Context: an optimization exercise on an open-source flow, tuned for small area, a short achievable clock period and few clock cycles per item. The choices shown serve that exercise and are no tape-out recipe.
For this run, only the layout was checked, not whether the RTL still works.
No activity file was given, so power comes from the tool's default toggle rates.

File: flow/config.mk
export PLATFORM = sky130hd
export DESIGN_NAME = booth
export DESIGN_NICKNAME = booth
export VERILOG_FILES = /design/flow/design.v
export SDC_FILE = /design/flow/constraint.sdc
export NUM_CORES = 4
export LEC_CHECK = 0
export CAP_MARGIN = 20
export CORE_MARGIN = 2
export CORE_UTILIZATION = 40
export SLEW_MARGIN = 20
export SYNTH_HIERARCHICAL = 1
export SYNTH_MINIMUM_KEEP_SIZE = 0
File: flow/constraint.sdc
create_clock -name core_clock -period 4.0 [get_ports {clk}]
set_input_delay 0.8000 -clock core_clock [delete_from_list [all_inputs] [get_ports {clk}]]
set_output_delay 0.8000 -clock core_clock [all_outputs]
set_load 0.01 [all_outputs]
File: flow/design.v
module booth (
    input  wire        clk  ,
    input  wire        rst_n,
    input  wire [15:0] x    ,
    input  wire [15:0] y    ,
    input  wire        start,
    output wire [31:0] z    ,
    output wire        busy
);
assign busy = 1'b0;
wire one0_0, two0_0;
menc0 ue0_0 (.y2(y[1]), .y1(y[0]), .one(one0_0), .two(two0_0));
wire one1_0, two1_0;
menc ue1_0 (.y2(y[3]), .y1(y[2]), .y0(y[1]), .one(one1_0), .two(two1_0));
wire one2_0, two2_0;
menc ue2_0 (.y2(y[5]), .y1(y[4]), .y0(y[3]), .one(one2_0), .two(two2_0));
wire one3_0, two3_0;
menc ue3_0 (.y2(y[7]), .y1(y[6]), .y0(y[5]), .one(one3_0), .two(two3_0));
wire one4_0, two4_0;
menc ue4_0 (.y2(y[9]), .y1(y[8]), .y0(y[7]), .one(one4_0), .two(two4_0));
wire one5_0, two5_0;
menc ue5_0 (.y2(y[11]), .y1(y[10]), .y0(y[9]), .one(one5_0), .two(two5_0));
wire one6_0, two6_0;
menc ue6_0 (.y2(y[13]), .y1(y[12]), .y0(y[11]), .one(one6_0), .two(two6_0));
wire one7_0, two7_0;
menc ue7_0 (.y2(y[15]), .y1(y[14]), .y0(y[13]), .one(one7_0), .two(two7_0));
wire pp0_0;
mbs0 upp0_0 (.xj(x[0]), .one(one0_0), .neg(y[1]), .pp(pp0_0));
wire pp0_1;
mbs upp0_1 (.xj(x[1]), .xm(x[0]), .one(one0_0), .two(two0_0), .neg(y[1]), .pp(pp0_1));
wire pp0_2;
mbs upp0_2 (.xj(x[2]), .xm(x[1]), .one(one0_0), .two(two0_0), .neg(y[1]), .pp(pp0_2));
wire pp0_3;
mbs upp0_3 (.xj(x[3]), .xm(x[2]), .one(one0_0), .two(two0_0), .neg(y[1]), .pp(pp0_3));
wire pp0_4;
mbs upp0_4 (.xj(x[4]), .xm(x[3]), .one(one0_0), .two(two0_0), .neg(y[1]), .pp(pp0_4));
wire pp0_5;
mbs upp0_5 (.xj(x[5]), .xm(x[4]), .one(one0_0), .two(two0_0), .neg(y[1]), .pp(pp0_5));
wire pp0_6;
mbs upp0_6 (.xj(x[6]), .xm(x[5]), .one(one0_0), .two(two0_0), .neg(y[1]), .pp(pp0_6));
wire pp0_7;
mbs upp0_7 (.xj(x[7]), .xm(x[6]), .one(one0_0), .two(two0_0), .neg(y[1]), .pp(pp0_7));
wire pp0_8;
mbs upp0_8 (.xj(x[8]), .xm(x[7]), .one(one0_0), .two(two0_0), .neg(y[1]), .pp(pp0_8));
wire pp0_9;
mbs upp0_9 (.xj(x[9]), .xm(x[8]), .one(one0_0), .two(two0_0), .neg(y[1]), .pp(pp0_9));
wire pp0_10;
mbs upp0_10 (.xj(x[10]), .xm(x[9]), .one(one0_0), .two(two0_0), .neg(y[1]), .pp(pp0_10));
wire pp0_11;
mbs upp0_11 (.xj(x[11]), .xm(x[10]), .one(one0_0), .two(two0_0), .neg(y[1]), .pp(pp0_11));
wire pp0_12;
mbs upp0_12 (.xj(x[12]), .xm(x[11]), .one(one0_0), .two(two0_0), .neg(y[1]), .pp(pp0_12));
wire pp0_13;
mbs upp0_13 (.xj(x[13]), .xm(x[12]), .one(one0_0), .two(two0_0), .neg(y[1]), .pp(pp0_13));
wire pp0_14;
mbs upp0_14 (.xj(x[14]), .xm(x[13]), .one(one0_0), .two(two0_0), .neg(y[1]), .pp(pp0_14));
wire pp0_15;
mbs upp0_15 (.xj(x[15]), .xm(x[14]), .one(one0_0), .two(two0_0), .neg(y[1]), .pp(pp0_15));
wire pp0_16;
mbsn upp0_16 (.xj(x[15]), .xm(x[15]), .one(one0_0), .two(two0_0), .neg(y[1]), .pp(pp0_16));
wire s0n;
minv us0n (.a(pp0_16), .y(s0n));
wire pp1_0;
mbs0 upp1_0 (.xj(x[0]), .one(one1_0), .neg(y[3]), .pp(pp1_0));
wire pp1_1;
mbs upp1_1 (.xj(x[1]), .xm(x[0]), .one(one1_0), .two(two1_0), .neg(y[3]), .pp(pp1_1));
wire pp1_2;
mbs upp1_2 (.xj(x[2]), .xm(x[1]), .one(one1_0), .two(two1_0), .neg(y[3]), .pp(pp1_2));
wire pp1_3;
mbs upp1_3 (.xj(x[3]), .xm(x[2]), .one(one1_0), .two(two1_0), .neg(y[3]), .pp(pp1_3));
wire pp1_4;
mbs upp1_4 (.xj(x[4]), .xm(x[3]), .one(one1_0), .two(two1_0), .neg(y[3]), .pp(pp1_4));
wire pp1_5;
mbs upp1_5 (.xj(x[5]), .xm(x[4]), .one(one1_0), .two(two1_0), .neg(y[3]), .pp(pp1_5));
wire pp1_6;
mbs upp1_6 (.xj(x[6]), .xm(x[5]), .one(one1_0), .two(two1_0), .neg(y[3]), .pp(pp1_6));
wire pp1_7;
mbs upp1_7 (.xj(x[7]), .xm(x[6]), .one(one1_0), .two(two1_0), .neg(y[3]), .pp(pp1_7));
wire pp1_8;
mbs upp1_8 (.xj(x[8]), .xm(x[7]), .one(one1_0), .two(two1_0), .neg(y[3]), .pp(pp1_8));
wire pp1_9;
mbs upp1_9 (.xj(x[9]), .xm(x[8]), .one(one1_0), .two(two1_0), .neg(y[3]), .pp(pp1_9));
wire pp1_10;
mbs upp1_10 (.xj(x[10]), .xm(x[9]), .one(one1_0), .two(two1_0), .neg(y[3]), .pp(pp1_10));
wire pp1_11;
mbs upp1_11 (.xj(x[11]), .xm(x[10]), .one(one1_0), .two(two1_0), .neg(y[3]), .pp(pp1_11));
wire pp1_12;
mbs upp1_12 (.xj(x[12]), .xm(x[11]), .one(one1_0), .two(two1_0), .neg(y[3]), .pp(pp1_12));
wire pp1_13;
mbs upp1_13 (.xj(x[13]), .xm(x[12]), .one(one1_0), .two(two1_0), .neg(y[3]), .pp(pp1_13));
wire pp1_14;
mbs upp1_14 (.xj(x[14]), .xm(x[13]), .one(one1_0), .two(two1_0), .neg(y[3]), .pp(pp1_14));
wire pp1_15;
mbs upp1_15 (.xj(x[15]), .xm(x[14]), .one(one1_0), .two(two1_0), .neg(y[3]), .pp(pp1_15));
wire pp1_16;
mbsn upp1_16 (.xj(x[15]), .xm(x[15]), .one(one1_0), .two(two1_0), .neg(y[3]), .pp(pp1_16));
wire pp2_0;
mbs0 upp2_0 (.xj(x[0]), .one(one2_0), .neg(y[5]), .pp(pp2_0));
wire pp2_1;
mbs upp2_1 (.xj(x[1]), .xm(x[0]), .one(one2_0), .two(two2_0), .neg(y[5]), .pp(pp2_1));
wire pp2_2;
mbs upp2_2 (.xj(x[2]), .xm(x[1]), .one(one2_0), .two(two2_0), .neg(y[5]), .pp(pp2_2));
wire pp2_3;
mbs upp2_3 (.xj(x[3]), .xm(x[2]), .one(one2_0), .two(two2_0), .neg(y[5]), .pp(pp2_3));
wire pp2_4;
mbs upp2_4 (.xj(x[4]), .xm(x[3]), .one(one2_0), .two(two2_0), .neg(y[5]), .pp(pp2_4));
wire pp2_5;
mbs upp2_5 (.xj(x[5]), .xm(x[4]), .one(one2_0), .two(two2_0), .neg(y[5]), .pp(pp2_5));
wire pp2_6;
mbs upp2_6 (.xj(x[6]), .xm(x[5]), .one(one2_0), .two(two2_0), .neg(y[5]), .pp(pp2_6));
wire pp2_7;
mbs upp2_7 (.xj(x[7]), .xm(x[6]), .one(one2_0), .two(two2_0), .neg(y[5]), .pp(pp2_7));
wire pp2_8;
mbs upp2_8 (.xj(x[8]), .xm(x[7]), .one(one2_0), .two(two2_0), .neg(y[5]), .pp(pp2_8));
wire pp2_9;
mbs upp2_9 (.xj(x[9]), .xm(x[8]), .one(one2_0), .two(two2_0), .neg(y[5]), .pp(pp2_9));
wire pp2_10;
mbs upp2_10 (.xj(x[10]), .xm(x[9]), .one(one2_0), .two(two2_0), .neg(y[5]), .pp(pp2_10));
wire pp2_11;
mbs upp2_11 (.xj(x[11]), .xm(x[10]), .one(one2_0), .two(two2_0), .neg(y[5]), .pp(pp2_11));
wire pp2_12;
mbs upp2_12 (.xj(x[12]), .xm(x[11]), .one(one2_0), .two(two2_0), .neg(y[5]), .pp(pp2_12));
wire pp2_13;
mbs upp2_13 (.xj(x[13]), .xm(x[12]), .one(one2_0), .two(two2_0), .neg(y[5]), .pp(pp2_13));
wire pp2_14;
mbs upp2_14 (.xj(x[14]), .xm(x[13]), .one(one2_0), .two(two2_0), .neg(y[5]), .pp(pp2_14));
wire pp2_15;
mbs upp2_15 (.xj(x[15]), .xm(x[14]), .one(one2_0), .two(two2_0), .neg(y[5]), .pp(pp2_15));
wire pp2_16;
mbsn upp2_16 (.xj(x[15]), .xm(x[15]), .one(one2_0), .two(two2_0), .neg(y[5]), .pp(pp2_16));
wire pp3_0;
mbs0 upp3_0 (.xj(x[0]), .one(one3_0), .neg(y[7]), .pp(pp3_0));
wire pp3_1;
mbs upp3_1 (.xj(x[1]), .xm(x[0]), .one(one3_0), .two(two3_0), .neg(y[7]), .pp(pp3_1));
wire pp3_2;
mbs upp3_2 (.xj(x[2]), .xm(x[1]), .one(one3_0), .two(two3_0), .neg(y[7]), .pp(pp3_2));
wire pp3_3;
mbs upp3_3 (.xj(x[3]), .xm(x[2]), .one(one3_0), .two(two3_0), .neg(y[7]), .pp(pp3_3));
wire pp3_4;
mbs upp3_4 (.xj(x[4]), .xm(x[3]), .one(one3_0), .two(two3_0), .neg(y[7]), .pp(pp3_4));
wire pp3_5;
mbs upp3_5 (.xj(x[5]), .xm(x[4]), .one(one3_0), .two(two3_0), .neg(y[7]), .pp(pp3_5));
wire pp3_6;
mbs upp3_6 (.xj(x[6]), .xm(x[5]), .one(one3_0), .two(two3_0), .neg(y[7]), .pp(pp3_6));
wire pp3_7;
mbs upp3_7 (.xj(x[7]), .xm(x[6]), .one(one3_0), .two(two3_0), .neg(y[7]), .pp(pp3_7));
wire pp3_8;
mbs upp3_8 (.xj(x[8]), .xm(x[7]), .one(one3_0), .two(two3_0), .neg(y[7]), .pp(pp3_8));
wire pp3_9;
mbs upp3_9 (.xj(x[9]), .xm(x[8]), .one(one3_0), .two(two3_0), .neg(y[7]), .pp(pp3_9));
wire pp3_10;
mbs upp3_10 (.xj(x[10]), .xm(x[9]), .one(one3_0), .two(two3_0), .neg(y[7]), .pp(pp3_10));
wire pp3_11;
mbs upp3_11 (.xj(x[11]), .xm(x[10]), .one(one3_0), .two(two3_0), .neg(y[7]), .pp(pp3_11));
wire pp3_12;
mbs upp3_12 (.xj(x[12]), .xm(x[11]), .one(one3_0), .two(two3_0), .neg(y[7]), .pp(pp3_12));
wire pp3_13;
mbs upp3_13 (.xj(x[13]), .xm(x[12]), .one(one3_0), .two(two3_0), .neg(y[7]), .pp(pp3_13));
wire pp3_14;
mbs upp3_14 (.xj(x[14]), .xm(x[13]), .one(one3_0), .two(two3_0), .neg(y[7]), .pp(pp3_14));
wire pp3_15;
mbs upp3_15 (.xj(x[15]), .xm(x[14]), .one(one3_0), .two(two3_0), .neg(y[7]), .pp(pp3_15));
wire pp3_16;
mbsn upp3_16 (.xj(x[15]), .xm(x[15]), .one(one3_0), .two(two3_0), .neg(y[7]), .pp(pp3_16));
wire pp4_0;
mbs0 upp4_0 (.xj(x[0]), .one(one4_0), .neg(y[9]), .pp(pp4_0));
wire pp4_1;
mbs upp4_1 (.xj(x[1]), .xm(x[0]), .one(one4_0), .two(two4_0), .neg(y[9]), .pp(pp4_1));
wire pp4_2;
mbs upp4_2 (.xj(x[2]), .xm(x[1]), .one(one4_0), .two(two4_0), .neg(y[9]), .pp(pp4_2));
wire pp4_3;
mbs upp4_3 (.xj(x[3]), .xm(x[2]), .one(one4_0), .two(two4_0), .neg(y[9]), .pp(pp4_3));
wire pp4_4;
mbs upp4_4 (.xj(x[4]), .xm(x[3]), .one(one4_0), .two(two4_0), .neg(y[9]), .pp(pp4_4));
wire pp4_5;
mbs upp4_5 (.xj(x[5]), .xm(x[4]), .one(one4_0), .two(two4_0), .neg(y[9]), .pp(pp4_5));
wire pp4_6;
mbs upp4_6 (.xj(x[6]), .xm(x[5]), .one(one4_0), .two(two4_0), .neg(y[9]), .pp(pp4_6));
wire pp4_7;
mbs upp4_7 (.xj(x[7]), .xm(x[6]), .one(one4_0), .two(two4_0), .neg(y[9]), .pp(pp4_7));
wire pp4_8;
mbs upp4_8 (.xj(x[8]), .xm(x[7]), .one(one4_0), .two(two4_0), .neg(y[9]), .pp(pp4_8));
wire pp4_9;
mbs upp4_9 (.xj(x[9]), .xm(x[8]), .one(one4_0), .two(two4_0), .neg(y[9]), .pp(pp4_9));
wire pp4_10;
mbs upp4_10 (.xj(x[10]), .xm(x[9]), .one(one4_0), .two(two4_0), .neg(y[9]), .pp(pp4_10));
wire pp4_11;
mbs upp4_11 (.xj(x[11]), .xm(x[10]), .one(one4_0), .two(two4_0), .neg(y[9]), .pp(pp4_11));
wire pp4_12;
mbs upp4_12 (.xj(x[12]), .xm(x[11]), .one(one4_0), .two(two4_0), .neg(y[9]), .pp(pp4_12));
wire pp4_13;
mbs upp4_13 (.xj(x[13]), .xm(x[12]), .one(one4_0), .two(two4_0), .neg(y[9]), .pp(pp4_13));
wire pp4_14;
mbs upp4_14 (.xj(x[14]), .xm(x[13]), .one(one4_0), .two(two4_0), .neg(y[9]), .pp(pp4_14));
wire pp4_15;
mbs upp4_15 (.xj(x[15]), .xm(x[14]), .one(one4_0), .two(two4_0), .neg(y[9]), .pp(pp4_15));
wire pp4_16;
mbsn upp4_16 (.xj(x[15]), .xm(x[15]), .one(one4_0), .two(two4_0), .neg(y[9]), .pp(pp4_16));
wire pp5_0;
mbs0 upp5_0 (.xj(x[0]), .one(one5_0), .neg(y[11]), .pp(pp5_0));
wire pp5_1;
mbs upp5_1 (.xj(x[1]), .xm(x[0]), .one(one5_0), .two(two5_0), .neg(y[11]), .pp(pp5_1));
wire pp5_2;
mbs upp5_2 (.xj(x[2]), .xm(x[1]), .one(one5_0), .two(two5_0), .neg(y[11]), .pp(pp5_2));
wire pp5_3;
mbs upp5_3 (.xj(x[3]), .xm(x[2]), .one(one5_0), .two(two5_0), .neg(y[11]), .pp(pp5_3));
wire pp5_4;
mbs upp5_4 (.xj(x[4]), .xm(x[3]), .one(one5_0), .two(two5_0), .neg(y[11]), .pp(pp5_4));
wire pp5_5;
mbs upp5_5 (.xj(x[5]), .xm(x[4]), .one(one5_0), .two(two5_0), .neg(y[11]), .pp(pp5_5));
wire pp5_6;
mbs upp5_6 (.xj(x[6]), .xm(x[5]), .one(one5_0), .two(two5_0), .neg(y[11]), .pp(pp5_6));
wire pp5_7;
mbs upp5_7 (.xj(x[7]), .xm(x[6]), .one(one5_0), .two(two5_0), .neg(y[11]), .pp(pp5_7));
wire pp5_8;
mbs upp5_8 (.xj(x[8]), .xm(x[7]), .one(one5_0), .two(two5_0), .neg(y[11]), .pp(pp5_8));
wire pp5_9;
mbs upp5_9 (.xj(x[9]), .xm(x[8]), .one(one5_0), .two(two5_0), .neg(y[11]), .pp(pp5_9));
wire pp5_10;
mbs upp5_10 (.xj(x[10]), .xm(x[9]), .one(one5_0), .two(two5_0), .neg(y[11]), .pp(pp5_10));
wire pp5_11;
mbs upp5_11 (.xj(x[11]), .xm(x[10]), .one(one5_0), .two(two5_0), .neg(y[11]), .pp(pp5_11));
wire pp5_12;
mbs upp5_12 (.xj(x[12]), .xm(x[11]), .one(one5_0), .two(two5_0), .neg(y[11]), .pp(pp5_12));
wire pp5_13;
mbs upp5_13 (.xj(x[13]), .xm(x[12]), .one(one5_0), .two(two5_0), .neg(y[11]), .pp(pp5_13));
wire pp5_14;
mbs upp5_14 (.xj(x[14]), .xm(x[13]), .one(one5_0), .two(two5_0), .neg(y[11]), .pp(pp5_14));
wire pp5_15;
mbs upp5_15 (.xj(x[15]), .xm(x[14]), .one(one5_0), .two(two5_0), .neg(y[11]), .pp(pp5_15));
wire pp5_16;
mbsn upp5_16 (.xj(x[15]), .xm(x[15]), .one(one5_0), .two(two5_0), .neg(y[11]), .pp(pp5_16));
wire pp6_0;
mbs0 upp6_0 (.xj(x[0]), .one(one6_0), .neg(y[13]), .pp(pp6_0));
wire pp6_1;
mbs upp6_1 (.xj(x[1]), .xm(x[0]), .one(one6_0), .two(two6_0), .neg(y[13]), .pp(pp6_1));
wire pp6_2;
mbs upp6_2 (.xj(x[2]), .xm(x[1]), .one(one6_0), .two(two6_0), .neg(y[13]), .pp(pp6_2));
wire pp6_3;
mbs upp6_3 (.xj(x[3]), .xm(x[2]), .one(one6_0), .two(two6_0), .neg(y[13]), .pp(pp6_3));
wire pp6_4;
mbs upp6_4 (.xj(x[4]), .xm(x[3]), .one(one6_0), .two(two6_0), .neg(y[13]), .pp(pp6_4));
wire pp6_5;
mbs upp6_5 (.xj(x[5]), .xm(x[4]), .one(one6_0), .two(two6_0), .neg(y[13]), .pp(pp6_5));
wire pp6_6;
mbs upp6_6 (.xj(x[6]), .xm(x[5]), .one(one6_0), .two(two6_0), .neg(y[13]), .pp(pp6_6));
wire pp6_7;
mbs upp6_7 (.xj(x[7]), .xm(x[6]), .one(one6_0), .two(two6_0), .neg(y[13]), .pp(pp6_7));
wire pp6_8;
mbs upp6_8 (.xj(x[8]), .xm(x[7]), .one(one6_0), .two(two6_0), .neg(y[13]), .pp(pp6_8));
wire pp6_9;
mbs upp6_9 (.xj(x[9]), .xm(x[8]), .one(one6_0), .two(two6_0), .neg(y[13]), .pp(pp6_9));
wire pp6_10;
mbs upp6_10 (.xj(x[10]), .xm(x[9]), .one(one6_0), .two(two6_0), .neg(y[13]), .pp(pp6_10));
wire pp6_11;
mbs upp6_11 (.xj(x[11]), .xm(x[10]), .one(one6_0), .two(two6_0), .neg(y[13]), .pp(pp6_11));
wire pp6_12;
mbs upp6_12 (.xj(x[12]), .xm(x[11]), .one(one6_0), .two(two6_0), .neg(y[13]), .pp(pp6_12));
wire pp6_13;
mbs upp6_13 (.xj(x[13]), .xm(x[12]), .one(one6_0), .two(two6_0), .neg(y[13]), .pp(pp6_13));
wire pp6_14;
mbs upp6_14 (.xj(x[14]), .xm(x[13]), .one(one6_0), .two(two6_0), .neg(y[13]), .pp(pp6_14));
wire pp6_15;
mbs upp6_15 (.xj(x[15]), .xm(x[14]), .one(one6_0), .two(two6_0), .neg(y[13]), .pp(pp6_15));
wire pp6_16;
mbsn upp6_16 (.xj(x[15]), .xm(x[15]), .one(one6_0), .two(two6_0), .neg(y[13]), .pp(pp6_16));
wire pp7_0;
mbs0 upp7_0 (.xj(x[0]), .one(one7_0), .neg(y[15]), .pp(pp7_0));
wire pp7_1;
mbs upp7_1 (.xj(x[1]), .xm(x[0]), .one(one7_0), .two(two7_0), .neg(y[15]), .pp(pp7_1));
wire pp7_2;
mbs upp7_2 (.xj(x[2]), .xm(x[1]), .one(one7_0), .two(two7_0), .neg(y[15]), .pp(pp7_2));
wire pp7_3;
mbs upp7_3 (.xj(x[3]), .xm(x[2]), .one(one7_0), .two(two7_0), .neg(y[15]), .pp(pp7_3));
wire pp7_4;
mbs upp7_4 (.xj(x[4]), .xm(x[3]), .one(one7_0), .two(two7_0), .neg(y[15]), .pp(pp7_4));
wire pp7_5;
mbs upp7_5 (.xj(x[5]), .xm(x[4]), .one(one7_0), .two(two7_0), .neg(y[15]), .pp(pp7_5));
wire pp7_6;
mbs upp7_6 (.xj(x[6]), .xm(x[5]), .one(one7_0), .two(two7_0), .neg(y[15]), .pp(pp7_6));
wire pp7_7;
mbs upp7_7 (.xj(x[7]), .xm(x[6]), .one(one7_0), .two(two7_0), .neg(y[15]), .pp(pp7_7));
wire pp7_8;
mbs upp7_8 (.xj(x[8]), .xm(x[7]), .one(one7_0), .two(two7_0), .neg(y[15]), .pp(pp7_8));
wire pp7_9;
mbs upp7_9 (.xj(x[9]), .xm(x[8]), .one(one7_0), .two(two7_0), .neg(y[15]), .pp(pp7_9));
wire pp7_10;
mbs upp7_10 (.xj(x[10]), .xm(x[9]), .one(one7_0), .two(two7_0), .neg(y[15]), .pp(pp7_10));
wire pp7_11;
mbs upp7_11 (.xj(x[11]), .xm(x[10]), .one(one7_0), .two(two7_0), .neg(y[15]), .pp(pp7_11));
wire pp7_12;
mbs upp7_12 (.xj(x[12]), .xm(x[11]), .one(one7_0), .two(two7_0), .neg(y[15]), .pp(pp7_12));
wire pp7_13;
mbs upp7_13 (.xj(x[13]), .xm(x[12]), .one(one7_0), .two(two7_0), .neg(y[15]), .pp(pp7_13));
wire pp7_14;
mbs upp7_14 (.xj(x[14]), .xm(x[13]), .one(one7_0), .two(two7_0), .neg(y[15]), .pp(pp7_14));
wire pp7_15;
mbs upp7_15 (.xj(x[15]), .xm(x[14]), .one(one7_0), .two(two7_0), .neg(y[15]), .pp(pp7_15));
wire pp7_16;
mbsn upp7_16 (.xj(x[15]), .xm(x[15]), .one(one7_0), .two(two7_0), .neg(y[15]), .pp(pp7_16));
wire s1, c2;
mha us1 (.a(y[3]), .b(pp0_2), .s(s1), .co(c2));
wire s3, c4;
mha us3 (.a(pp0_3), .b(pp1_1), .s(s3), .co(c4));
wire s5, c6;
mfa us5 (.a(y[5]), .b(pp0_4), .c(pp1_2), .s(s5), .co(c6));
wire s7, c8;
mha us7 (.a(pp2_0), .b(c4), .s(s7), .co(c8));
wire s9, c10;
mfa us9 (.a(pp0_5), .b(pp1_3), .c(pp2_1), .s(s9), .co(c10));
wire s11, c12;
mha us11 (.a(c6), .b(c8), .s(s11), .co(c12));
wire s13, c14;
mfa us13 (.a(y[7]), .b(pp0_6), .c(pp1_4), .s(s13), .co(c14));
wire s15, c16;
mfa us15 (.a(pp2_2), .b(pp3_0), .c(c10), .s(s15), .co(c16));
wire s17, c18;
mha us17 (.a(s13), .b(c12), .s(s17), .co(c18));
wire s19, c20;
mfa us19 (.a(pp0_7), .b(pp1_5), .c(pp2_3), .s(s19), .co(c20));
wire s21, c22;
mfa us21 (.a(pp3_1), .b(c14), .c(s19), .s(s21), .co(c22));
wire s23, c24;
mha us23 (.a(c16), .b(c18), .s(s23), .co(c24));
wire s25, c26;
mfa us25 (.a(y[9]), .b(pp0_8), .c(pp1_6), .s(s25), .co(c26));
wire s27, c28;
mfa us27 (.a(pp2_4), .b(pp3_2), .c(pp4_0), .s(s27), .co(c28));
wire s29, c30;
mfa us29 (.a(c20), .b(s25), .c(s27), .s(s29), .co(c30));
wire s31, c32;
mha us31 (.a(c22), .b(s29), .s(s31), .co(c32));
wire s33, c34;
mfa us33 (.a(pp0_9), .b(pp1_7), .c(pp2_5), .s(s33), .co(c34));
wire s35, c36;
mfa us35 (.a(pp3_3), .b(pp4_1), .c(c26), .s(s35), .co(c36));
wire s37, c38;
mfa us37 (.a(c28), .b(s33), .c(s35), .s(s37), .co(c38));
wire s39, c40;
mha us39 (.a(c30), .b(c32), .s(s39), .co(c40));
wire s41, c42;
mfa us41 (.a(y[11]), .b(pp0_10), .c(pp1_8), .s(s41), .co(c42));
wire s43, c44;
mfa us43 (.a(pp2_6), .b(pp3_4), .c(pp4_2), .s(s43), .co(c44));
wire s45, c46;
mfa us45 (.a(pp5_0), .b(c34), .c(s41), .s(s45), .co(c46));
wire s47, c48;
mfa us47 (.a(s43), .b(c36), .c(s45), .s(s47), .co(c48));
wire s49, c50;
mha us49 (.a(c38), .b(c40), .s(s49), .co(c50));
wire s51, c52;
mfa us51 (.a(pp0_11), .b(pp1_9), .c(pp2_7), .s(s51), .co(c52));
wire s53, c54;
mfa us53 (.a(pp3_5), .b(pp4_3), .c(pp5_1), .s(s53), .co(c54));
wire s55, c56;
mfa us55 (.a(c42), .b(c44), .c(s51), .s(s55), .co(c56));
wire s57, c58;
mfa us57 (.a(s53), .b(c46), .c(s55), .s(s57), .co(c58));
wire s59, c60;
mha us59 (.a(c48), .b(s57), .s(s59), .co(c60));
wire s61, c62;
mfa us61 (.a(y[13]), .b(pp0_12), .c(pp1_10), .s(s61), .co(c62));
wire s63, c64;
mfa us63 (.a(pp2_8), .b(pp3_6), .c(pp4_4), .s(s63), .co(c64));
wire s65, c66;
mfa us65 (.a(pp5_2), .b(pp6_0), .c(c52), .s(s65), .co(c66));
wire s67, c68;
mfa us67 (.a(c54), .b(s61), .c(s63), .s(s67), .co(c68));
wire s69, c70;
mfa us69 (.a(s65), .b(c56), .c(s67), .s(s69), .co(c70));
wire s71, c72;
mha us71 (.a(c58), .b(s69), .s(s71), .co(c72));
wire s73, c74;
mfa us73 (.a(pp0_13), .b(pp1_11), .c(pp2_9), .s(s73), .co(c74));
wire s75, c76;
mfa us75 (.a(pp3_7), .b(pp4_5), .c(pp5_3), .s(s75), .co(c76));
wire s77, c78;
mfa us77 (.a(pp6_1), .b(c62), .c(c64), .s(s77), .co(c78));
wire s79, c80;
mfa us79 (.a(s73), .b(s75), .c(c66), .s(s79), .co(c80));
wire s81, c82;
mfa us81 (.a(s77), .b(c68), .c(s79), .s(s81), .co(c82));
wire s83, c84;
mha us83 (.a(c70), .b(c72), .s(s83), .co(c84));
wire s85, c86;
mfa us85 (.a(y[15]), .b(pp0_14), .c(pp1_12), .s(s85), .co(c86));
wire s87, c88;
mfa us87 (.a(pp2_10), .b(pp3_8), .c(pp4_6), .s(s87), .co(c88));
wire s89, c90;
mfa us89 (.a(pp5_4), .b(pp6_2), .c(pp7_0), .s(s89), .co(c90));
wire s91, c92;
mfa us91 (.a(c74), .b(c76), .c(s85), .s(s91), .co(c92));
wire s93, c94;
mfa us93 (.a(s87), .b(s89), .c(c78), .s(s93), .co(c94));
wire s95, c96;
mfa us95 (.a(s91), .b(c80), .c(s93), .s(s95), .co(c96));
wire s97, c98;
mha us97 (.a(c82), .b(s95), .s(s97), .co(c98));
wire s99, c100;
mfa us99 (.a(pp0_15), .b(pp1_13), .c(pp2_11), .s(s99), .co(c100));
wire s101, c102;
mfa us101 (.a(pp3_9), .b(pp4_7), .c(pp5_5), .s(s101), .co(c102));
wire s103, c104;
mfa us103 (.a(pp6_3), .b(pp7_1), .c(c86), .s(s103), .co(c104));
wire s105, c106;
mfa us105 (.a(c88), .b(c90), .c(s99), .s(s105), .co(c106));
wire s107, c108;
mfa us107 (.a(s101), .b(s103), .c(c92), .s(s107), .co(c108));
wire s109, c110;
mfa us109 (.a(s105), .b(c94), .c(s107), .s(s109), .co(c110));
wire s111, c112;
mha us111 (.a(c96), .b(s109), .s(s111), .co(c112));
wire s113, c114;
mfa us113 (.a(s0n), .b(pp1_14), .c(pp2_12), .s(s113), .co(c114));
wire s115, c116;
mfa us115 (.a(pp3_10), .b(pp4_8), .c(pp5_6), .s(s115), .co(c116));
wire s117, c118;
mfa us117 (.a(pp6_4), .b(pp7_2), .c(c100), .s(s117), .co(c118));
wire s119, c120;
mfa us119 (.a(c102), .b(s113), .c(s115), .s(s119), .co(c120));
wire s121, c122;
mfa us121 (.a(c104), .b(s117), .c(c106), .s(s121), .co(c122));
wire s123, c124;
mfa us123 (.a(s119), .b(c108), .c(s121), .s(s123), .co(c124));
wire s125, c126;
mha us125 (.a(c110), .b(s123), .s(s125), .co(c126));
wire s127, c128;
mfa us127 (.a(s0n), .b(pp1_15), .c(pp2_13), .s(s127), .co(c128));
wire s129, c130;
mfa us129 (.a(pp3_11), .b(pp4_9), .c(pp5_7), .s(s129), .co(c130));
wire s131, c132;
mfa us131 (.a(pp6_5), .b(pp7_3), .c(c114), .s(s131), .co(c132));
wire s133, c134;
mfa us133 (.a(c116), .b(s127), .c(s129), .s(s133), .co(c134));
wire s135, c136;
mfa us135 (.a(c118), .b(s131), .c(c120), .s(s135), .co(c136));
wire s137, c138;
mfa us137 (.a(s133), .b(c122), .c(s135), .s(s137), .co(c138));
wire s139, c140;
mha us139 (.a(c124), .b(s137), .s(s139), .co(c140));
wire s141, c142;
mfa us141 (.a(pp0_16), .b(pp1_16), .c(pp2_14), .s(s141), .co(c142));
wire s143, c144;
mfa us143 (.a(pp3_12), .b(pp4_10), .c(pp5_8), .s(s143), .co(c144));
wire s145, c146;
mfa us145 (.a(pp6_6), .b(pp7_4), .c(c128), .s(s145), .co(c146));
wire s147, c148;
mfa us147 (.a(c130), .b(s141), .c(s143), .s(s147), .co(c148));
wire s149, c150;
mfa us149 (.a(c132), .b(s145), .c(c134), .s(s149), .co(c150));
wire s151, c152;
mfa us151 (.a(s147), .b(c136), .c(s149), .s(s151), .co(c152));
wire s153, c154;
mha us153 (.a(c138), .b(s151), .s(s153), .co(c154));
wire s155;
minv us155 (.a(pp2_15), .y(s155));
wire s156, c157;
mfa us156 (.a(pp3_13), .b(pp4_11), .c(pp5_9), .s(s156), .co(c157));
wire s158, c159;
mfa us158 (.a(pp6_7), .b(pp7_5), .c(s155), .s(s158), .co(c159));
wire s160, c161;
mfa us160 (.a(c142), .b(c144), .c(s156), .s(s160), .co(c161));
wire s162, c163;
mfa us162 (.a(s158), .b(c146), .c(c148), .s(s162), .co(c163));
wire s164, c165;
mfa us164 (.a(s160), .b(c150), .c(s162), .s(s164), .co(c165));
wire s166, c167;
mha us166 (.a(c152), .b(s164), .s(s166), .co(c167));
wire s168, c169;
mfa us168 (.a(pp2_16), .b(pp3_14), .c(pp4_12), .s(s168), .co(c169));
wire s170, c171;
mfa us170 (.a(pp5_10), .b(pp6_8), .c(pp7_6), .s(s170), .co(c171));
wire s172, c173;
mfa us172 (.a(pp2_15), .b(c157), .c(s168), .s(s172), .co(c173));
wire s174, c175;
mfa us174 (.a(s170), .b(c159), .c(c161), .s(s174), .co(c175));
wire s176, c177;
mfa us176 (.a(s172), .b(c163), .c(s174), .s(s176), .co(c177));
wire s178, c179;
mha us178 (.a(c165), .b(s176), .s(s178), .co(c179));
wire s180;
minv us180 (.a(pp3_15), .y(s180));
wire s181, c182;
mfa us181 (.a(pp4_13), .b(pp5_11), .c(pp6_9), .s(s181), .co(c182));
wire s183, c184;
mfa us183 (.a(pp7_7), .b(s180), .c(c169), .s(s183), .co(c184));
wire s185, c186;
mfa us185 (.a(c171), .b(s181), .c(s183), .s(s185), .co(c186));
wire s187, c188;
mfa us187 (.a(c173), .b(c175), .c(s185), .s(s187), .co(c188));
wire s189, c190;
mha us189 (.a(c177), .b(s187), .s(s189), .co(c190));
wire s191, c192;
mfa us191 (.a(pp3_16), .b(pp4_14), .c(pp5_12), .s(s191), .co(c192));
wire s193, c194;
mfa us193 (.a(pp6_10), .b(pp7_8), .c(pp3_15), .s(s193), .co(c194));
wire s195, c196;
mfa us195 (.a(c182), .b(s191), .c(s193), .s(s195), .co(c196));
wire s197, c198;
mfa us197 (.a(c184), .b(s195), .c(c186), .s(s197), .co(c198));
wire s199, c200;
mha us199 (.a(c188), .b(s197), .s(s199), .co(c200));
wire s201;
minv us201 (.a(pp4_15), .y(s201));
wire s202, c203;
mfa us202 (.a(pp5_13), .b(pp6_11), .c(pp7_9), .s(s202), .co(c203));
wire s204, c205;
mfa us204 (.a(s201), .b(c192), .c(c194), .s(s204), .co(c205));
wire s206, c207;
mfa us206 (.a(s202), .b(s204), .c(c196), .s(s206), .co(c207));
wire s208, c209;
mha us208 (.a(s206), .b(c198), .s(s208), .co(c209));
wire s210, c211;
mfa us210 (.a(pp4_16), .b(pp5_14), .c(pp6_12), .s(s210), .co(c211));
wire s212, c213;
mfa us212 (.a(pp7_10), .b(pp4_15), .c(c203), .s(s212), .co(c213));
wire s214, c215;
mfa us214 (.a(s210), .b(c205), .c(s212), .s(s214), .co(c215));
wire s216, c217;
mha us216 (.a(c207), .b(s214), .s(s216), .co(c217));
wire s218;
minv us218 (.a(pp5_15), .y(s218));
wire s219, c220;
mfa us219 (.a(pp6_13), .b(pp7_11), .c(s218), .s(s219), .co(c220));
wire s221, c222;
mfa us221 (.a(c211), .b(s219), .c(c213), .s(s221), .co(c222));
wire s223, c224;
mha us223 (.a(c215), .b(s221), .s(s223), .co(c224));
wire s225, c226;
mfa us225 (.a(pp5_16), .b(pp6_14), .c(pp7_12), .s(s225), .co(c226));
wire s227, c228;
mfa us227 (.a(pp5_15), .b(s225), .c(c220), .s(s227), .co(c228));
wire s229, c230;
mha us229 (.a(s227), .b(c222), .s(s229), .co(c230));
wire s231;
minv us231 (.a(pp6_15), .y(s231));
wire s232, c233;
mfa us232 (.a(pp7_13), .b(s231), .c(c226), .s(s232), .co(c233));
wire s234, c235;
mha us234 (.a(s232), .b(c228), .s(s234), .co(c235));
wire s236, c237;
mfa us236 (.a(pp6_16), .b(pp7_14), .c(pp6_15), .s(s236), .co(c237));
wire s238, c239;
mha us238 (.a(s236), .b(c233), .s(s238), .co(c239));
wire s240;
minv us240 (.a(pp7_15), .y(s240));
wire s241, c242;
mha us241 (.a(s240), .b(c237), .s(s241), .co(c242));
wire s243, c244;
mha us243 (.a(pp7_16), .b(pp7_15), .s(s243), .co(c244));
wire s245;
minv us245 (.a(c244), .y(s245));
wire lp246, lg247;
mha ulp246 (.a(pp0_0), .b(y[1]), .s(lp246), .co(lg247));
wire lp248, lg249;
mha ulp248 (.a(pp1_0), .b(s1), .s(lp248), .co(lg249));
wire lp250, lg251;
mha ulp250 (.a(c2), .b(s3), .s(lp250), .co(lg251));
wire lp252, lg253;
mha ulp252 (.a(s5), .b(s7), .s(lp252), .co(lg253));
wire lp254, lg255;
mha ulp254 (.a(s9), .b(s11), .s(lp254), .co(lg255));
wire lp256, lg257;
mha ulp256 (.a(s15), .b(s17), .s(lp256), .co(lg257));
wire lp258, lg259;
mha ulp258 (.a(s21), .b(s23), .s(lp258), .co(lg259));
wire lq260;
mand ulq260 (.a(lp248), .b(pp0_1), .y(lq260));
wire lg261;
mao ulg261 (.g1(lg253), .p1(lp252), .g0(lg251), .g(lg261));
wire lq262;
mand ulq262 (.a(lp252), .b(lp250), .y(lq262));
wire lg263;
mao ulg263 (.g1(lg257), .p1(lp256), .g0(lg255), .g(lg263));
wire lq264;
mand ulq264 (.a(lp256), .b(lp254), .y(lq264));
wire lg265;
mao ulg265 (.g1(lg249), .p1(lq260), .g0(lg247), .g(lg265));
wire lg266;
mao ulg266 (.g1(lg263), .p1(lq264), .g0(lg261), .g(lg266));
wire lq267;
mand ulq267 (.a(lq264), .b(lq262), .y(lq267));
wire lg268;
mao ulg268 (.g1(lg266), .p1(lq267), .g0(lg265), .g(lg268));
wire lg269;
mao ulg269 (.g1(lg261), .p1(lq262), .g0(lg265), .g(lg269));
wire la270;
mand ula270 (.a(pp0_1), .b(lg247), .y(la270));
wire lg271;
mao ulg271 (.g1(lg251), .p1(lp250), .g0(lg265), .g(lg271));
wire lg272;
mao ulg272 (.g1(lg255), .p1(lp254), .g0(lg269), .g(lg272));
wire lg273;
mao ulg273 (.g1(lg259), .p1(lp258), .g0(lg268), .g(lg273));
wire ls274;
mxor uls274 (.a(pp0_1), .b(lg247), .y(ls274));
wire ls275;
mxor uls275 (.a(lp248), .b(la270), .y(ls275));
wire ls276;
mxor uls276 (.a(lp250), .b(lg265), .y(ls276));
wire ls277;
mxor uls277 (.a(lp252), .b(lg271), .y(ls277));
wire ls278;
mxor uls278 (.a(lp254), .b(lg269), .y(ls278));
wire ls279;
mxor uls279 (.a(lp256), .b(lg272), .y(ls279));
wire ls280;
mxor uls280 (.a(lp258), .b(lg268), .y(ls280));
reg [8:0] qlo;
reg [23:0] qa;
reg [22:0] qb;
wire hp281, hg282;
mha uhp281 (.a(qa[0]), .b(qb[0]), .s(hp281), .co(hg282));
wire hp283, hg284;
mha uhp283 (.a(qa[1]), .b(qb[1]), .s(hp283), .co(hg284));
wire hp285, hg286;
mha uhp285 (.a(qa[2]), .b(qb[2]), .s(hp285), .co(hg286));
wire hp287, hg288;
mha uhp287 (.a(qa[3]), .b(qb[3]), .s(hp287), .co(hg288));
wire hp289, hg290;
mha uhp289 (.a(qa[4]), .b(qb[4]), .s(hp289), .co(hg290));
wire hp291, hg292;
mha uhp291 (.a(qa[5]), .b(qb[5]), .s(hp291), .co(hg292));
wire hp293, hg294;
mha uhp293 (.a(qa[6]), .b(qb[6]), .s(hp293), .co(hg294));
wire hp295, hg296;
mha uhp295 (.a(qa[7]), .b(qb[7]), .s(hp295), .co(hg296));
wire hp297, hg298;
mha uhp297 (.a(qa[8]), .b(qb[8]), .s(hp297), .co(hg298));
wire hp299, hg300;
mha uhp299 (.a(qa[9]), .b(qb[9]), .s(hp299), .co(hg300));
wire hp301, hg302;
mha uhp301 (.a(qa[10]), .b(qb[10]), .s(hp301), .co(hg302));
wire hp303, hg304;
mha uhp303 (.a(qa[11]), .b(qb[11]), .s(hp303), .co(hg304));
wire hp305, hg306;
mha uhp305 (.a(qa[12]), .b(qb[12]), .s(hp305), .co(hg306));
wire hp307, hg308;
mha uhp307 (.a(qa[13]), .b(qb[13]), .s(hp307), .co(hg308));
wire hp309, hg310;
mha uhp309 (.a(qa[14]), .b(qb[14]), .s(hp309), .co(hg310));
wire hp311, hg312;
mha uhp311 (.a(qa[15]), .b(qb[15]), .s(hp311), .co(hg312));
wire hp313, hg314;
mha uhp313 (.a(qa[16]), .b(qb[16]), .s(hp313), .co(hg314));
wire hp315, hg316;
mha uhp315 (.a(qa[17]), .b(qb[17]), .s(hp315), .co(hg316));
wire hp317, hg318;
mha uhp317 (.a(qa[18]), .b(qb[18]), .s(hp317), .co(hg318));
wire hp319, hg320;
mha uhp319 (.a(qa[19]), .b(qb[19]), .s(hp319), .co(hg320));
wire hp321, hg322;
mha uhp321 (.a(qa[20]), .b(qb[20]), .s(hp321), .co(hg322));
wire hp323, hg324;
mha uhp323 (.a(qa[21]), .b(qb[21]), .s(hp323), .co(hg324));
wire hp325, hg326;
mha uhp325 (.a(qa[22]), .b(qb[22]), .s(hp325), .co(hg326));
wire hg327;
mao uhg327 (.g1(hg282), .p1(hp281), .g0(qlo[8]), .g(hg327));
wire hg328;
mao uhg328 (.g1(hg286), .p1(hp285), .g0(hg284), .g(hg328));
wire hq329;
mand uhq329 (.a(hp285), .b(hp283), .y(hq329));
wire hg330;
mao uhg330 (.g1(hg290), .p1(hp289), .g0(hg288), .g(hg330));
wire hq331;
mand uhq331 (.a(hp289), .b(hp287), .y(hq331));
wire hg332;
mao uhg332 (.g1(hg294), .p1(hp293), .g0(hg292), .g(hg332));
wire hq333;
mand uhq333 (.a(hp293), .b(hp291), .y(hq333));
wire hg334;
mao uhg334 (.g1(hg298), .p1(hp297), .g0(hg296), .g(hg334));
wire hq335;
mand uhq335 (.a(hp297), .b(hp295), .y(hq335));
wire hg336;
mao uhg336 (.g1(hg302), .p1(hp301), .g0(hg300), .g(hg336));
wire hq337;
mand uhq337 (.a(hp301), .b(hp299), .y(hq337));
wire hg338;
mao uhg338 (.g1(hg306), .p1(hp305), .g0(hg304), .g(hg338));
wire hq339;
mand uhq339 (.a(hp305), .b(hp303), .y(hq339));
wire hg340;
mao uhg340 (.g1(hg310), .p1(hp309), .g0(hg308), .g(hg340));
wire hq341;
mand uhq341 (.a(hp309), .b(hp307), .y(hq341));
wire hg342;
mao uhg342 (.g1(hg314), .p1(hp313), .g0(hg312), .g(hg342));
wire hq343;
mand uhq343 (.a(hp313), .b(hp311), .y(hq343));
wire hg344;
mao uhg344 (.g1(hg318), .p1(hp317), .g0(hg316), .g(hg344));
wire hq345;
mand uhq345 (.a(hp317), .b(hp315), .y(hq345));
wire hg346;
mao uhg346 (.g1(hg322), .p1(hp321), .g0(hg320), .g(hg346));
wire hq347;
mand uhq347 (.a(hp321), .b(hp319), .y(hq347));
wire hg348;
mao uhg348 (.g1(hg326), .p1(hp325), .g0(hg324), .g(hg348));
wire hq349;
mand uhq349 (.a(hp325), .b(hp323), .y(hq349));
wire hg350;
mao uhg350 (.g1(hg328), .p1(hq329), .g0(hg327), .g(hg350));
wire hg351;
mao uhg351 (.g1(hg332), .p1(hq333), .g0(hg330), .g(hg351));
wire hq352;
mand uhq352 (.a(hq333), .b(hq331), .y(hq352));
wire hg353;
mao uhg353 (.g1(hg336), .p1(hq337), .g0(hg334), .g(hg353));
wire hq354;
mand uhq354 (.a(hq337), .b(hq335), .y(hq354));
wire hg355;
mao uhg355 (.g1(hg340), .p1(hq341), .g0(hg338), .g(hg355));
wire hq356;
mand uhq356 (.a(hq341), .b(hq339), .y(hq356));
wire hg357;
mao uhg357 (.g1(hg344), .p1(hq345), .g0(hg342), .g(hg357));
wire hq358;
mand uhq358 (.a(hq345), .b(hq343), .y(hq358));
wire hg359;
mao uhg359 (.g1(hg348), .p1(hq349), .g0(hg346), .g(hg359));
wire hq360;
mand uhq360 (.a(hq349), .b(hq347), .y(hq360));
wire hg361;
mao uhg361 (.g1(hg351), .p1(hq352), .g0(hg350), .g(hg361));
wire hg362;
mao uhg362 (.g1(hg355), .p1(hq356), .g0(hg353), .g(hg362));
wire hq363;
mand uhq363 (.a(hq356), .b(hq354), .y(hq363));
wire hg364;
mao uhg364 (.g1(hg359), .p1(hq360), .g0(hg357), .g(hg364));
wire hq365;
mand uhq365 (.a(hq360), .b(hq358), .y(hq365));
wire hg366;
mao uhg366 (.g1(hg362), .p1(hq363), .g0(hg361), .g(hg366));
wire hg367;
mao uhg367 (.g1(hg364), .p1(hq365), .g0(hg366), .g(hg367));
wire hg368;
mao uhg368 (.g1(hg353), .p1(hq354), .g0(hg361), .g(hg368));
wire hg369;
mao uhg369 (.g1(hg357), .p1(hq358), .g0(hg366), .g(hg369));
wire hg370;
mao uhg370 (.g1(hg330), .p1(hq331), .g0(hg350), .g(hg370));
wire hg371;
mao uhg371 (.g1(hg334), .p1(hq335), .g0(hg361), .g(hg371));
wire hg372;
mao uhg372 (.g1(hg338), .p1(hq339), .g0(hg368), .g(hg372));
wire hg373;
mao uhg373 (.g1(hg342), .p1(hq343), .g0(hg366), .g(hg373));
wire hg374;
mao uhg374 (.g1(hg346), .p1(hq347), .g0(hg369), .g(hg374));
wire hg375;
mao uhg375 (.g1(hg284), .p1(hp283), .g0(hg327), .g(hg375));
wire hg376;
mao uhg376 (.g1(hg288), .p1(hp287), .g0(hg350), .g(hg376));
wire hg377;
mao uhg377 (.g1(hg292), .p1(hp291), .g0(hg370), .g(hg377));
wire hg378;
mao uhg378 (.g1(hg296), .p1(hp295), .g0(hg361), .g(hg378));
wire hg379;
mao uhg379 (.g1(hg300), .p1(hp299), .g0(hg371), .g(hg379));
wire hg380;
mao uhg380 (.g1(hg304), .p1(hp303), .g0(hg368), .g(hg380));
wire hg381;
mao uhg381 (.g1(hg308), .p1(hp307), .g0(hg372), .g(hg381));
wire hg382;
mao uhg382 (.g1(hg312), .p1(hp311), .g0(hg366), .g(hg382));
wire hg383;
mao uhg383 (.g1(hg316), .p1(hp315), .g0(hg373), .g(hg383));
wire hg384;
mao uhg384 (.g1(hg320), .p1(hp319), .g0(hg369), .g(hg384));
wire hg385;
mao uhg385 (.g1(hg324), .p1(hp323), .g0(hg374), .g(hg385));
wire ha386;
mand uha386 (.a(qa[23]), .b(hg367), .y(ha386));
wire hs387;
mxor uhs387 (.a(hp281), .b(qlo[8]), .y(hs387));
wire hs388;
mxor uhs388 (.a(hp283), .b(hg327), .y(hs388));
wire hs389;
mxor uhs389 (.a(hp285), .b(hg375), .y(hs389));
wire hs390;
mxor uhs390 (.a(hp287), .b(hg350), .y(hs390));
wire hs391;
mxor uhs391 (.a(hp289), .b(hg376), .y(hs391));
wire hs392;
mxor uhs392 (.a(hp291), .b(hg370), .y(hs392));
wire hs393;
mxor uhs393 (.a(hp293), .b(hg377), .y(hs393));
wire hs394;
mxor uhs394 (.a(hp295), .b(hg361), .y(hs394));
wire hs395;
mxor uhs395 (.a(hp297), .b(hg378), .y(hs395));
wire hs396;
mxor uhs396 (.a(hp299), .b(hg371), .y(hs396));
wire hs397;
mxor uhs397 (.a(hp301), .b(hg379), .y(hs397));
wire hs398;
mxor uhs398 (.a(hp303), .b(hg368), .y(hs398));
wire hs399;
mxor uhs399 (.a(hp305), .b(hg380), .y(hs399));
wire hs400;
mxor uhs400 (.a(hp307), .b(hg372), .y(hs400));
wire hs401;
mxor uhs401 (.a(hp309), .b(hg381), .y(hs401));
wire hs402;
mxor uhs402 (.a(hp311), .b(hg366), .y(hs402));
wire hs403;
mxor uhs403 (.a(hp313), .b(hg382), .y(hs403));
wire hs404;
mxor uhs404 (.a(hp315), .b(hg373), .y(hs404));
wire hs405;
mxor uhs405 (.a(hp317), .b(hg383), .y(hs405));
wire hs406;
mxor uhs406 (.a(hp319), .b(hg369), .y(hs406));
wire hs407;
mxor uhs407 (.a(hp321), .b(hg384), .y(hs407));
wire hs408;
mxor uhs408 (.a(hp323), .b(hg374), .y(hs408));
wire hs409;
mxor uhs409 (.a(hp325), .b(hg385), .y(hs409));
wire hs410;
mxor uhs410 (.a(qa[23]), .b(hg367), .y(hs410));
assign z = {hs410, hs409, hs408, hs407, hs406, hs405, hs404, hs403, hs402, hs401, hs400, hs399, hs398, hs397, hs396, hs395, hs394, hs393, hs392, hs391, hs390, hs389, hs388, hs387, qlo[7], qlo[6], qlo[5], qlo[4], qlo[3], qlo[2], qlo[1], qlo[0]};
always @(posedge clk)
    if (start) begin
        qlo <= {lg273, ls280, ls279, ls278, ls277, ls276, ls275, ls274, lp246};
        qa <= {s245, c242, c239, c235, c230, c224, c217, c209, c200, c190, c179, c167, c154, c140, c126, c112, c98, c84, s81, c60, c50, s47, s37, c24};
        qb <= {s243, s241, s238, s234, s229, s223, s216, s208, s199, s189, s178, s166, s153, s139, s125, s111, s97, s83, s71, s59, s49, s39, s31};
    end
endmodule
module menc (input wire y2, input wire y1, input wire y0, output wire one, output wire two);
assign one = y1 ^ y0;
assign two = (y2 & ~y1 & ~y0) | (~y2 & y1 & y0);
endmodule
module menc0 (input wire y2, input wire y1, output wire one, output wire two);
assign one = y1;
assign two = y2 & ~y1;
endmodule
module mbs (input wire xj, input wire xm, input wire one, input wire two, input wire neg, output wire pp);
assign pp = ((one & xj) | (two & xm)) ^ neg;
endmodule
module mbs0 (input wire xj, input wire one, input wire neg, output wire pp);
assign pp = (one & xj) ^ neg;
endmodule
module mbsn (input wire xj, input wire xm, input wire one, input wire two, input wire neg, output wire pp);
assign pp = ~(((one & xj) | (two & xm)) ^ neg);
endmodule
module mfa (input wire a, input wire b, input wire c, output wire s, output wire co);
assign s  = a ^ b ^ c;
assign co = (a & b) | (a & c) | (b & c);
endmodule
module mha (input wire a, input wire b, output wire s, output wire co);
assign s  = a ^ b;
assign co = a & b;
endmodule
module minv (input wire a, output wire y);
assign y = ~a;
endmodule
module mand (input wire a, input wire b, output wire y);
assign y = a & b;
endmodule
module mxor (input wire a, input wire b, output wire y);
assign y = a ^ b;
endmodule
module mao (input wire g1, input wire p1, input wire g0, output wire g);
assign g = g1 | (p1 & g0);
endmodule
File: flow/flow/run.sh
#!/bin/bash
set -euo pipefail
export BUFFER_PORTS_ARGS="-buffer_cell sky130_fd_sc_hd__buf_2"
export PRE_FLOORPLAN_TCL="$PWD/flow/downsize.tcl"
bash standard.sh > standard.log 2>&1
File: flow/flow/downsize.tcl
# Start the layout from the smallest drive strength of each combinational
# cell that synthesis picked; timing repair later sizes up what it needs.
set db [ord::get_db]
set block [ord::get_db_block]
set n 0
foreach inst [$block getInsts] {
  set m [[$inst getMaster] getName]
  if {![regexp {^(sky130_fd_sc_hd__([a-z0-9]+))_([0-9]+)$} $m -> base short drive]} { continue }
  if {[regexp {^(s?e?df|dl|conb|tap|fill|decap|clk)} $short]} { continue }
  foreach d {0 1 2} {
    if {$d >= $drive} { break }
    set cand ${base}_$d
    set cm [$db findMaster $cand]
    if {$cm eq "NULL" || $cm eq ""} { continue }
    replace_cell [$inst getName] $cand
    incr n
    break
  }
}
puts "downsize.tcl: resized $n instances"
File: flow/standard.sh
#!/bin/bash
# synth_recipe.tcl (not shown) runs the flow's synth.tcl, then flattens the netlist and writes it again
# the make line also repeats each setting of config.mk as NAME=value (left out here)
make -C /OpenROAD-flow-scripts/flow DESIGN_CONFIG=/design/flow/config.mk WORK_HOME=/design/flow/orfs CLKGATE_MAP_FILE= SYNTH_SCRIPT=/design/flow/synth_recipe.tcl "${@:-finish}"
==> impl_metrics.env <==
export IMPL_grt_overflow=0
export IMPL_num_vias=5559
export IMPL_grt_pass1_vias=5968
export IMPL_syn_num_nets=837
export IMPL_drcViolationCount=0
export IMPL_cts_sinks=56
export IMPL_fillers=1667
export IMPL_die_x_um=141
export IMPL_start_kind="input pin"
export IMPL_crit_type="in -> reg"
export IMPL_portBuffers=65
export IMPL_hold_path_class="in -> reg"
export IMPL_htreeDepth=2
export IMPL_drive_above_1_share_pct=20.1
export IMPL_clockBufferDepth=2
export IMPL_arrival_ps=3900
export IMPL_core_um2=18600
export IMPL_hpwl_mm=14.5
export IMPL_rows=50
export IMPL_cp_num_buf_inv=2
export IMPL_whs_ps=1180
export IMPL_grt_max_degree=40
export IMPL_initial_core_util_pct=40.6
export IMPL_fin_crit_sh_pct=95.9
export IMPL_cts_tree="built"
export IMPL_yosys_warnings=7
export IMPL_grt_setup_unrepaired="no"
export IMPL_grt_pass1_wl_mm=31.3
export IMPL_cts_root_buf="clkbuf_16"
export IMPL_first_iter_violations=390
export IMPL_track_usage_pct=19.9
export IMPL_ios=68
export IMPL_cp_slowest_stage_delay_ps=510
export IMPL_endpoint_kind="flop"
export IMPL_fmax_mhz=261
export IMPL_dieArea_um2=20000
export IMPL_wl_mm=18.9
export IMPL_syn_inst=653
export IMPL_nNetsFinal=941
export IMPL_slew_headroom_pct=36.3
export IMPL_gp_congestion=0.870
export IMPL_drt_first_pass_iters=6
export IMPL_cp_max_fo=8
export IMPL_drv_cap=0
export IMPL_finalSetupViolations=0
export IMPL_worst_ep_required_time_ps=4060
export IMPL_cp_common_cell="fa_1"
export IMPL_ir_worst_vdd_mv=0.401
export IMPL_power_mw=6.41
export IMPL_cts_resized_gates=0
export IMPL_postCtsHoldBufs=0
export IMPL_utilization_pct=47.7
export IMPL_cts_buffers=5
export IMPL_cpLargestDelayFamily="adder cells"
export IMPL_hold_viol=0
export IMPL_critPathSlowestCell="fa_1"
export IMPL_slew_viol_final=0
export IMPL_clk_pin_slew_ps=90
export IMPL_die_y_um=141
export IMPL_period_needed_ps=3840
export IMPL_via_per_inst=5.60
export IMPL_p_leak_nw=3.68
export IMPL_postCtsSetupBuffers=0
export IMPL_worstMarginPinSlew_ps=955
export IMPL_ant_nets=0
export IMPL_setup_tns_ps=0
export IMPL_path_cells="buf_2 > nand2b_1 > o22ai_2 > buf_4 > a22oi_1 > xnor2_1 > fa_1 > fa_1 > fa_1 > fa_1 > ha_1"
export IMPL_antenna_found_initial=0
export IMPL_status="no timing/DRC/antenna violations"
export IMPL_diodes=0
export IMPL_wl_per_cell_um=19.0
export IMPL_p_per_area_nw_per_um2=723
==> where the power goes <==
group,total (mW),internal (mW),switching [mW]
logic,4.59,2.16,2.42
clock network,0.524,0.295,0.229
registers,1.30,1.22,0.0797
==> area by class of cell <==
cell class,count,area [um^2],area share [%]
clock buffers,5,125,1.41
multi-input cells,555,5790,65.3
flip-flops and latches,56,1680,19.0
well taps,234,293,3.30
repair buffers,131,908,10.2
inverters,8,30.0,0.339
clock inverters,3,42.5,0.480
==> layer usage <==
metal | up-vias | share of wire [%] | global-route usage [%]
met5 | - | 0 | 0
met4 | 0 | 1.4 | 5.05
met3 | 21 | 6.9 | 3.14
met2 | 226 | 49 | 33.9
met1 | 2757 | 43 | 26.8
li1 | 2555 | - | -
==> tightest hold or removal path, cell delays in order <==
cell and delay, ps:
buf_2 180, a22oi_1 100, xor2_1 170, ha_1 150
==> placed cells by master (no fill, tap or decap) <==
cell,n
a21o_1,50
a22oi_1,128
and2_0,23
buf_12,7
buf_2,65
buf_4,59
bufinv_16,1
clkbuf_16,5
clkinv_2,1
clkinvlp_4,1
conb_1,1
edfxtp_1,56
fa_1,90
ha_1,59
inv_1,8
nand2_1,15
nand2b_1,7
nor2b_4,1
o22ai_1,1
o22ai_2,6
xnor2_1,128
xor2_1,40
xor2_2,6
==> flip-flops by register name, indices dropped and copies added (netlist names) <==
| name | cells |
|---|---|
| qb | 23 |
| qlo | 9 |
| qa | 24 |
==> metrics by stage <==
step / instances / area (um^2) / setup slack, ps
after floorplan: 653 / 7630 / 8.75
after global placement: 984 / 8700 / -142
after detailed placement: 984 / 8700 / -153
after CTS: 992 / 8870 / 167
after global routing: 992 / 8870 / 7.41
final: 992 / 8870 / 164
==> final timing paths <==
check                  from  endpoint  cells after the start
worst max-delay path   y[3]    qb[10]                     11
worst min-delay path  x[15]    qb[22]                      4

-- static timing again, ports no longer ideal --
The results above use ideal ports. As a check the final layout listed here was re-extracted and re-timed, cells and wires unchanged.
Step 1: set_driving_cell puts a clkbuf_16 on clk and a buf_2 on each other input, an assumption about the parent block.
Step 2 times the ports against the registers' clock, not the clock port: input delays grow and output delays shrink by t, the midpoint of the rising clock arrivals with the driver on.
a / b / c = ideal / step 1 / step 2; a / b = the first two.
shift t [ns]: 0.352
setup slack, ns: 0.164 / 0.175 / -0.176
clock arrival spread, ns: 0.021 / 0.021
worst data-port slew with drivers (ns): 0.05
cell pins on the clock port's net: 1
With both steps, setup timing fails in this run, where it was met with ideal ports. For this run, drivers alone change the setup slack by +0.011 ns; drivers and shift together by -0.340 ns.
